What follows belongs to an exercise in optimizing a design on an open flow for small area; a production flow would make more cautious choices.
The RTL was checked by simulation tests, not by an equivalence proof against the original design.
Power is estimated from default activity; no workload was simulated.

## before
Design linked_list_fsm, start of the top module:
module linked_list_fsm #(
    parameter MAX_NODES         = 32,
    parameter MAX_DISPLAY_COUNT = 7,
    parameter TWO_SECONDS_COUNT = 15
)(
    input  wire clk,
    input  wire BTNC,
    input  wire [7:0] SW_data,
    input  wire [2:0] SW_op,
    output reg  LED0,
    output reg  LED1,
    output wire [6:0] seg,
    output wire [3:0] an
);
    localparam [3:0] S_IDLE            = 4'd0,
                     S_INSERT_H        = 4'd1,
                     S_INSERT_T_START  = 4'd2,
                     S_INSERT_T_FIND   = 4'd3,
                     S_INSERT_T_FINISH = 4'd4,
                     S_DELETE_START    = 4'd5,
                     S_DELETE_FIND     = 4'd6,
                     S_DELETE_FINISH   = 4'd7,
                     S_TRAVERSE_START  = 4'd8,
                     S_TRAVERSE_SHOW   = 4'd9,
                     S_ERROR_OVF       = 4'd10,    
                     S_ERROR_UNF       = 4'd11;    
    reg [3:0] state, next_state;
    reg [5:0] len;       
    reg [5:0] cap;       
    reg [5:0] k;         
    reg [2:0] cnt;       
    reg [2:0] prev_op;
    reg op_pending;
    wire op_changed = (SW_op != prev_op);
    always @(posedge clk or posedge BTNC) begin
        if (BTNC) op_pending <= 1'b0;
        else if (op_changed) op_pending <= 1'b1;
        else if (state != S_IDLE) op_pending <= 1'b0;
    end
    always @(posedge clk or posedge BTNC) begin
        if (BTNC) prev_op <= 3'b000;
        else prev_op <= SW_op;       
    end
    wire full    = (len == cap);
    wire empty   = (len == 6'd0);
    wire at_end  = (k == len);
    wire [7:0] cur;
    wire match   = (cur == SW_data);
    always @(*) begin
        next_state = state;
        case (state)
            S_IDLE:
                if (op_pending) begin
                    case (SW_op)
                        3'b100: next_state = S_INSERT_H;
                        3'b101: next_state = S_INSERT_T_START;
                        3'b110: next_state = S_DELETE_START;
  ...
Size in the first run: ~1500 cells after synthesis, roughly 26 I/O pins, ~14000 sq um of cells after synthesis.
==> flow/config.mk <==
export PLATFORM = sky130hd
export DESIGN_NAME = linked_list_fsm
export DESIGN_NICKNAME = linked_list_fsm
export VERILOG_FILES = /design/flow/design.v
export SDC_FILE = /design/flow/constraint.sdc
export NUM_CORES = 4
export LEC_CHECK = 0
export CAP_MARGIN = 20
export CORE_MARGIN = 2
export CORE_UTILIZATION = 40
export SLEW_MARGIN = 20
export SYNTH_HIERARCHICAL = 1
==> flow/constraint.sdc <==
create_clock -name core_clock -period 10.0 [get_ports {clk}]
set_input_delay 2.0000 -clock core_clock [delete_from_list [all_inputs] [get_ports {clk}]]
set_output_delay 2.0000 -clock core_clock [all_outputs]
set_load 0.01 [all_outputs]
standard.sh (not shown) runs the stock make flow with config.mk's settings and CLKGATE_MAP_FILE= SYNTH_SCRIPT=/design/flow/synth_recipe.tcl, a recipe that flattens the netlist after the stock synthesis.
==> flow/flow/run.sh <==
#!/bin/bash
# Layout flow: the standard flow (standard.sh) with three changes:
#  1. after the standard synthesis, combinational cells that the mapper
#     upsized are put back to drive strength 1 (timing repair later sizes
#     up whatever needs it; registers are left as synthesis made them);
#  2. port buffers use the smallest buffer cell;
#  3. clock tree synthesis clusters sinks more coarsely and inserts no
#     dummy loads.
# Each step's output goes to a log file of its own in this folder.
set -euo pipefail
export BUFFER_PORTS_ARGS="-buffer_cell sky130_fd_sc_hd__buf_1"
export CTS_ARGS="-sink_clustering_enable -repair_clock_nets -dont_use_dummy_load -sink_clustering_size 22 -sink_clustering_max_diameter 80 -buf_list sky130_fd_sc_hd__clkbuf_16"
RES=$PWD/orfs/results/sky130hd/linked_list_fsm/base

bash standard.sh synth > synth.log 2>&1
python3 flow/downsize.py "$RES/1_2_yosys.v" > downsize.log 2>&1
rm -f "$RES/1_synth.odb" "$RES/1_synth.sdc"
bash standard.sh finish > finish.log 2>&1
==> flow/flow/downsize.py <==
# Put combinational cells of the synthesized netlist back to drive strength 1
# where the library has that size and it is smaller. Registers, latches and
# clock cells are left alone.
import os, re, sys

net = sys.argv[1]
lib = os.path.join(os.environ.get('FLOW_HOME', '/OpenROAD-flow-scripts/flow'),
                   'platforms/sky130hd/lib/sky130_fd_sc_hd__tt_025C_1v80.lib')
text = open(lib).read()
area = {c: float(a) for c, a in re.findall(
    r'cell \("?(sky130_fd_sc_hd__\w+)"?\)\s*\{.*?area\s*:\s*([\d.]+)', text, re.S)}
skip = re.compile(r'__(df|edf|sdf|dl|clk|lpflow|probe|conb|tap|fill|decap|diode)')

src = open(net).read()
count = {}
def swap(cell):
    mm = re.match(r'(sky130_fd_sc_hd__\w+?)_(\d+)$', cell)
    if not mm or skip.search(cell):
        return cell
    small = mm.group(1) + '_1'
    if small != cell and small in area and area[small] < area.get(cell, 0):
        count[cell] = count.get(cell, 0) + 1
        return small
    return cell
out = re.sub(r'(?m)^(\s*)(sky130_fd_sc_hd__\w+)(\s)',
             lambda m: m.group(1) + swap(m.group(2)) + m.group(3), src)
open(net, 'w').write(out)
for c, n in sorted(count.items()):
    print(f'{c} -> _1: {n}')
print('cells resized:', sum(count.values()))
before | stages: all done | timing, DRC, antenna: all pass
What after does differently from before at the input level:
-- flow/flow/run.sh --
<<< before, line 12
export CTS_ARGS="-sink_clustering_enable -repair_clock_nets -dont_use_dummy_load -sink_clustering_size 22 -sink_clustering_max_diameter 80 -buf_list sky130_fd_sc_hd__clkbuf_16"
>>> after, line 12
export CTS_ARGS="-sink_clustering_enable -repair_clock_nets -dont_use_dummy_load -sink_clustering_size 12 -sink_clustering_max_diameter 70 -buf_list sky130_fd_sc_hd__clkbuf_8"
## What came out
- Looking at number of CTS-inserted buffers, after sits 10 above before.
- Summary of after over before: worst slew margin relative to its limit dropped 0.71 points, internal cell power dropped 0.073 mW, global routing met3 resource utilization climbed 0.57 points.
- Changes observed in after relative to before: post-layout instance area now sits lower; H-tree level count ~0 delta.

---

The RTL this note starts from:
==> flow/design.v <==
module seven_segment_driver(
    input wire clk,
    input wire reset,
    input wire show,
    input wire [7:0] data_in,
    output reg [6:0] seg,
    output reg [3:0] an
);
    localparam S_NORMAL_DISPLAY   = 1'b0;
    localparam S_RESET_DISPLAY    = 1'b1;
    parameter FIVE_SECONDS_COUNT = 40;                 
    reg state;
    reg [5:0] count;
    always @(posedge clk) begin
        count <= reset ? 6'd0 : count + 6'd1;
        if (reset)
            state <= S_RESET_DISPLAY;
        else if (count == FIVE_SECONDS_COUNT)
            state <= S_NORMAL_DISPLAY;
    end
    wire [1:0] digit_select = count[2:1];
    wire [3:0] nib = digit_select[0] ? data_in[7:4] : data_in[3:0];
    wire       nib_on = show & ~digit_select[1];
    always @(*) begin
        case (digit_select)
            2'b00: an = 4'b1110;
            2'b01: an = 4'b1101;
            2'b10: an = 4'b1011;
            default: an = 4'b0111;
        endcase
        if (state == S_RESET_DISPLAY) begin
            case (digit_select)
                2'b00: seg = 7'b0000111;
                2'b01: seg = 7'b0010010;
                2'b10: seg = 7'b0101111;
                default: seg = 7'b0111111;
            endcase
        end else if (!nib_on) begin
            seg = 7'b1111111;
        end else begin
            case (nib)
                4'h0: seg = 7'b1000000;
                4'h1: seg = 7'b1111001;
                4'h2: seg = 7'b0100100;
                4'h3: seg = 7'b0110000;
                4'h4: seg = 7'b0011001;
                4'h5: seg = 7'b0010010;
                4'h6: seg = 7'b0000010;
                4'h7: seg = 7'b1111000;
                4'h8: seg = 7'b0000000;
                4'h9: seg = 7'b0010000;
                4'hA: seg = 7'b0001000;
                4'hB: seg = 7'b0000011;
                4'hC: seg = 7'b1000110;
                4'hD: seg = 7'b0100001;
                4'hE: seg = 7'b0000110;
                default: seg = 7'b1111111;
            endcase
        end
    end
endmodule
module linked_list_fsm #(
    parameter MAX_NODES         = 32,
    parameter MAX_DISPLAY_COUNT = 7,
    parameter TWO_SECONDS_COUNT = 15
)(
    input  wire clk,
    input  wire BTNC,
    input  wire [7:0] SW_data,
    input  wire [2:0] SW_op,
    output reg  LED0,
    output reg  LED1,
    output wire [6:0] seg,
    output wire [3:0] an
);
    localparam [3:0] S_IDLE            = 4'd0,
                     S_INSERT_H        = 4'd1,
                     S_INSERT_T_START  = 4'd2,
                     S_INSERT_T_FIND   = 4'd3,
                     S_INSERT_T_FINISH = 4'd4,
                     S_DELETE_START    = 4'd5,
                     S_DELETE_FIND     = 4'd6,
                     S_DELETE_FINISH   = 4'd7,
                     S_TRAVERSE_START  = 4'd8,
                     S_TRAVERSE_SHOW   = 4'd9,
                     S_ERROR_OVF       = 4'd10,    
                     S_ERROR_UNF       = 4'd11;    
    reg [3:0] state, next_state;
    reg [5:0] len;       
    reg [5:0] cap;       
    reg [5:0] k;         
    reg [2:0] cnt;       
    reg [2:0] prev_op;
    reg op_pending;
    wire op_changed = (SW_op != prev_op);
    always @(posedge clk or posedge BTNC) begin
        if (BTNC) op_pending <= 1'b0;
        else if (op_changed) op_pending <= 1'b1;
        else if (state != S_IDLE) op_pending <= 1'b0;
    end
    always @(posedge clk or posedge BTNC) begin
        if (BTNC) prev_op <= 3'b000;
        else if (op_changed) prev_op <= SW_op;
    end
    wire full    = (len == cap);
    wire empty   = (len == 6'd0);
    wire at_end  = (k == len);
    wire [7:0] cur;
    wire match   = (cur == SW_data);
    always @(*) begin
        next_state = state;
        case (state)
            S_IDLE:
                if (op_pending) begin
                    case (SW_op)
                        3'b100: next_state = S_INSERT_H;
                        3'b101: next_state = S_INSERT_T_START;
                        3'b110: next_state = S_DELETE_START;
                        3'b111: next_state = S_TRAVERSE_START;
                        default: next_state = S_IDLE;
                    endcase
                end
            S_INSERT_H:        next_state = full ? S_ERROR_OVF : S_IDLE;
            S_INSERT_T_START:  next_state = full ? S_ERROR_OVF : (empty ? S_INSERT_H : S_INSERT_T_FIND);
            S_INSERT_T_FIND:   next_state = at_end ? S_INSERT_T_FINISH : S_INSERT_T_FIND;
            S_INSERT_T_FINISH: next_state = S_IDLE;
            S_DELETE_START:    next_state = empty ? S_ERROR_UNF : S_DELETE_FIND;
            S_DELETE_FIND:     next_state = (at_end || match) ? S_DELETE_FINISH : S_DELETE_FIND;
            S_DELETE_FINISH:   next_state = at_end ? S_ERROR_UNF : S_IDLE;
            S_TRAVERSE_START:  next_state = empty ? S_IDLE : S_TRAVERSE_SHOW;
            S_TRAVERSE_SHOW:   next_state = at_end ? S_IDLE : S_TRAVERSE_SHOW;
            S_ERROR_OVF,
            S_ERROR_UNF:       next_state = ({k[0], cnt} == 4'd15) ? S_IDLE : state;
            default:           next_state = S_IDLE;
        endcase
        LED0 = (state == S_ERROR_OVF);
        LED1 = (state == S_ERROR_UNF);
    end
    wire in_error    = (state == S_ERROR_OVF) | (state == S_ERROR_UNF);
    wire enter_error = ~in_error & ((next_state == S_ERROR_OVF) | (next_state == S_ERROR_UNF));
    wire rotate  = (state == S_INSERT_T_FIND);
    wire do_head = ((state == S_INSERT_H) | ((state == S_INSERT_T_START) & ~empty)) & ~full;
    wire do_del  = (state == S_DELETE_FINISH) & ~at_end & match;
    always @(posedge clk or posedge BTNC) begin
        if (BTNC) begin
            state  <= S_IDLE;
            len    <= 6'd0;
            cap    <= 6'd32;
        end else begin
            state <= next_state;
            if ((state == S_INSERT_T_START) & ~full & empty)
                cap <= cap - 6'd1;
            if (((state == S_INSERT_H) & ~full) | (state == S_INSERT_T_FINISH)) len <= len + 6'd1;
            else if (do_del)                                                   len <= len - 6'd1;
        end
    end
    always @(posedge clk) begin
        case (state)
            S_INSERT_T_START: k <= 6'd1;
            S_DELETE_START, S_TRAVERSE_START: begin k <= 6'd0; cnt <= 3'd0; end
            S_INSERT_T_FIND:  k <= inc[8:3];
            S_DELETE_FIND:    if (!(at_end || match)) k <= inc[8:3];
            S_TRAVERSE_SHOW:  {k, cnt} <= inc;
            S_ERROR_OVF,
            S_ERROR_UNF:      {k[0], cnt} <= inc[3:0];
            default: ;
        endcase
        if (enter_error) begin
            k[0] <= 1'b0;
            cnt  <= 3'd0;
        end
    end
    wire step_k = (state == S_INSERT_T_FIND) | (state == S_DELETE_FIND);
    wire [8:0] inc = {k, cnt | {3{step_k}}} + 9'd1;
    wire [255:0] q;
    wire [31:0]  rsel;
    wire [4:0]   raddr = rotate ? len[4:0] : k[4:0];
    ll_decode dec_r (.a(raddr), .onehot(rsel));
    ll_read rdmux (.sel(rsel), .q(q), .d(cur));
    wire shr = do_head | rotate;
    wire [31:0] sl, sh;
    ll_sel sel (.a(k[4:0]), .shr(shr), .del(do_del), .sl(sl), .sh(sh));
    genvar p;
    generate
        for (p = 0; p < 32; p = p + 1) begin : slot
            if (p == 0) begin : s0
                ll_slot0 s (
                    .clk(clk), .sn(do_head), .sr(rotate), .sl(sl[0]), .sh(sh[0]),
                    .n(SW_data), .r(cur), .b(q[15:8]), .q(q[7:0])
                );
            end else if (p == 31) begin : s31
                ll_slot1 s (
                    .clk(clk), .sr(shr), .sh(sh[31]), .a(q[8*30 +: 8]), .q(q[8*31 +: 8])
                );
            end else begin : sm
                ll_slot2 s (
                    .clk(clk), .sr(shr), .sl(sl[p]), .sh(sh[p]),
                    .a(q[8*(p-1) +: 8]), .b(q[8*(p+1) +: 8]), .q(q[8*p +: 8])
                );
            end
        end
    endgenerate
    seven_segment_driver display (
        .clk(clk),
        .reset(BTNC),
        .show((state == S_TRAVERSE_SHOW) && !at_end),
        .data_in(cur),
        .seg(seg),
        .an(an)
    );
endmodule
module ll_slot0 (
    input  wire clk,
    input  wire sn, sr, sl, sh,
    input  wire [7:0] n, r, b,
    output reg  [7:0] q
);
    always @(posedge clk)
        q <= ({8{sn}} & n) | ({8{sr}} & r) | ({8{sl}} & b) | ({8{sh}} & q);
endmodule
module ll_slot2 (
    input  wire clk,
    input  wire sr, sl, sh,
    input  wire [7:0] a, b,
    output reg  [7:0] q
);
    always @(posedge clk)
        q <= ({8{sr}} & a) | ({8{sl}} & b) | ({8{sh}} & q);
endmodule
module ll_slot1 (
    input  wire clk,
    input  wire sr, sh,
    input  wire [7:0] a,
    output reg  [7:0] q
);
    always @(posedge clk)
        q <= ({8{sr}} & a) | ({8{sh}} & q);
endmodule
module ll_decode (
    input  wire [4:0]  a,
    output wire [31:0] onehot
);
    genvar i;
    generate
        for (i = 0; i < 32; i = i + 1) begin : d
            assign onehot[i] = (a == i);
        end
    endgenerate
endmodule
module ll_read (
    input  wire [31:0]  sel,
    input  wire [255:0] q,
    output wire [7:0]   d
);
    wire [8*11-1:0] gn;
    genvar g;
    generate
        for (g = 0; g < 10; g = g + 1) begin : grp
            ll_rd3 r (.s(sel[3*g +: 3]), .q(q[24*g +: 24]), .n(gn[8*g +: 8]));
        end
    endgenerate
    ll_rd3 r10 (.s({1'b0, sel[31:30]}), .q({8'h00, q[255:240]}), .n(gn[80 +: 8]));
    integer i;
    reg [7:0] acc;
    always @(*) begin
        acc = 8'h00;
        for (i = 0; i < 11; i = i + 1)
            acc = acc | ~gn[8*i +: 8];
    end
    assign d = acc;
endmodule
module ll_rd3 (
    input  wire [2:0]  s,
    input  wire [23:0] q,
    output wire [7:0]  n
);
    assign n = ~(({8{s[0]}} & q[7:0]) | ({8{s[1]}} & q[15:8]) | ({8{s[2]}} & q[23:16]));
endmodule
module ll_sel (
    input  wire [4:0]  a,
    input  wire        shr,
    input  wire        del,
    output wire [31:0] sl,
    output wire [31:0] sh
);
    genvar i;
    generate
        for (i = 0; i < 32; i = i + 1) begin : d
            assign sl[i] = del & (i >= a);
            assign sh[i] = ~(shr | sl[i]);
        end
    endgenerate
endmodule
export LEC_CHECK = 0
export CAP_MARGIN = 20
export CORE_MARGIN = 2
export CORE_UTILIZATION = 45
export CTS_BUF_LIST = sky130_fd_sc_hd__clkbuf_16
export CTS_CLUSTER_DIAMETER = 80
export CTS_CLUSTER_SIZE = 22
export SLEW_MARGIN = 20
export SYNTH_HIERARCHICAL = 1
create_clock -name core_clock -period 10.0 [get_ports {clk}]
run.sh (not shown) runs the stock make flow with config.mk's settings and CLKGATE_MAP_FILE= SYNTH_SCRIPT=/design/flow/synth_recipe.tcl, a recipe that flattens the netlist after the stock synthesis.
Stock flow here: none of the scripts above is used.
Then changed:
==> flow/flow/run.sh (new file) <==
#!/bin/bash
# Layout flow: the standard flow (standard.sh) with three changes:
#  1. after the standard synthesis, combinational cells that the mapper
#     upsized are put back to drive strength 1 (timing repair later sizes
#     up whatever needs it; registers are left as synthesis made them);
#  2. port buffers use the smallest buffer cell;
#  3. clock tree synthesis clusters sinks more coarsely and inserts no
#     dummy loads.
# Each step's output goes to a log file of its own in this folder.
set -euo pipefail
export BUFFER_PORTS_ARGS="-buffer_cell sky130_fd_sc_hd__buf_1"
export CTS_ARGS="-sink_clustering_enable -repair_clock_nets -dont_use_dummy_load -sink_clustering_size 12 -sink_clustering_max_diameter 70 -buf_list sky130_fd_sc_hd__clkbuf_8"
RES=$PWD/orfs/results/sky130hd/linked_list_fsm/base

bash standard.sh synth > synth.log 2>&1
python3 flow/downsize.py "$RES/1_2_yosys.v" > downsize.log 2>&1
rm -f "$RES/1_synth.odb" "$RES/1_synth.sdc"
bash standard.sh finish > finish.log 2>&1
==> flow/flow/downsize.py (new file) <==
# Put combinational cells of the synthesized netlist back to drive strength 1
# where the library has that size and it is smaller. Registers, latches and
# clock cells are left alone.
import os, re, sys

net = sys.argv[1]
lib = os.path.join(os.environ.get('FLOW_HOME', '/OpenROAD-flow-scripts/flow'),
                   'platforms/sky130hd/lib/sky130_fd_sc_hd__tt_025C_1v80.lib')
text = open(lib).read()
area = {c: float(a) for c, a in re.findall(
    r'cell \("?(sky130_fd_sc_hd__\w+)"?\)\s*\{.*?area\s*:\s*([\d.]+)', text, re.S)}
skip = re.compile(r'__(df|edf|sdf|dl|clk|lpflow|probe|conb|tap|fill|decap|diode)')

src = open(net).read()
count = {}
def swap(cell):
    mm = re.match(r'(sky130_fd_sc_hd__\w+?)_(\d+)$', cell)
    if not mm or skip.search(cell):
        return cell
    small = mm.group(1) + '_1'
    if small != cell and small in area and area[small] < area.get(cell, 0):
        count[cell] = count.get(cell, 0) + 1
        return small
    return cell
out = re.sub(r'(?m)^(\s*)(sky130_fd_sc_hd__\w+)(\s)',
             lambda m: m.group(1) + swap(m.group(2)) + m.group(3), src)
open(net, 'w').write(out)
for c, n in sorted(count.items()):
    print(f'{c} -> _1: {n}')
print('cells resized:', sum(count.values()))
==> flow/standard.sh (new file) <==
#!/bin/bash
# synth_recipe.tcl (not shown) runs the flow's synth.tcl, then flattens the netlist and writes it again
# the make line also repeats each setting of config.mk as NAME=value (left out here)
make -C /OpenROAD-flow-scripts/flow DESIGN_CONFIG=/design/flow/config.mk WORK_HOME=/design/flow/orfs CLKGATE_MAP_FILE= SYNTH_SCRIPT=/design/flow/synth_recipe.tcl "${@:-finish}"
CORE_UTILIZATION = 40   (was 45)
CTS_BUF_LIST = not set   (was sky130_fd_sc_hd__clkbuf_16)
CTS_CLUSTER_DIAMETER = not set   (was 80)
CTS_CLUSTER_SIZE = not set   (was 22)
removed: flow/run.sh
The new run finished clean; worst setup slack improves by 0.22 ns; die area rose by 9.1%; wire length is about the same; sequential cell count is unchanged; power drops by 3.2%; design area decreases by 2.0%; worst hold slack degrades by 0.0034 ns; register-to-register slack is better by 0.04 ns; sequential power hardly moves; area after synthesis decreases by 2.8%.

## static timing again, ports no longer ideal
How much do the figures lean on ideal ports? The routed layouts below were timed once more, with nothing changed but the port constraints. Step 1, drivers: a clkbuf_16 drives clk and a buf_2 each remaining input, both assumed. Step 2 adds t to the input delays and takes it off the output delays; t is the mean of the earliest and latest rising clock arrival at the registers after step 1. Input paths then give back, and output paths get back, about the clock's delay inside the block. Slacks: ideal ports / drivers / drivers and shift; pairs: ideal ports / drivers.
| run | t (ns) | setup WS [ns] | slew at the worst register clock pin (ns) | worst data-port slew with drivers (ns) | cell pins on the clock port's net |
|---|---|---|---|---|---|
| before | 0.559 | 2.171 / 2.116 / 2.676 | 0.10 / 0.10 | 0.04 | 1 |
| after | 0.642 | 2.081 / 2.029 / 2.671 | 0.10 / 0.10 | 0.04 | 1 |
| the first run of note 2 | 0.563 | 1.659 / 1.607 / 2.170 | 0.09 / 0.09 | 0.04 | 1 |
| the second run of note 2 | 0.645 | 1.881 / 1.828 / 2.474 | 0.09 / 0.09 | 0.07 | 1 |
After both steps every run listed still meets setup and hold.
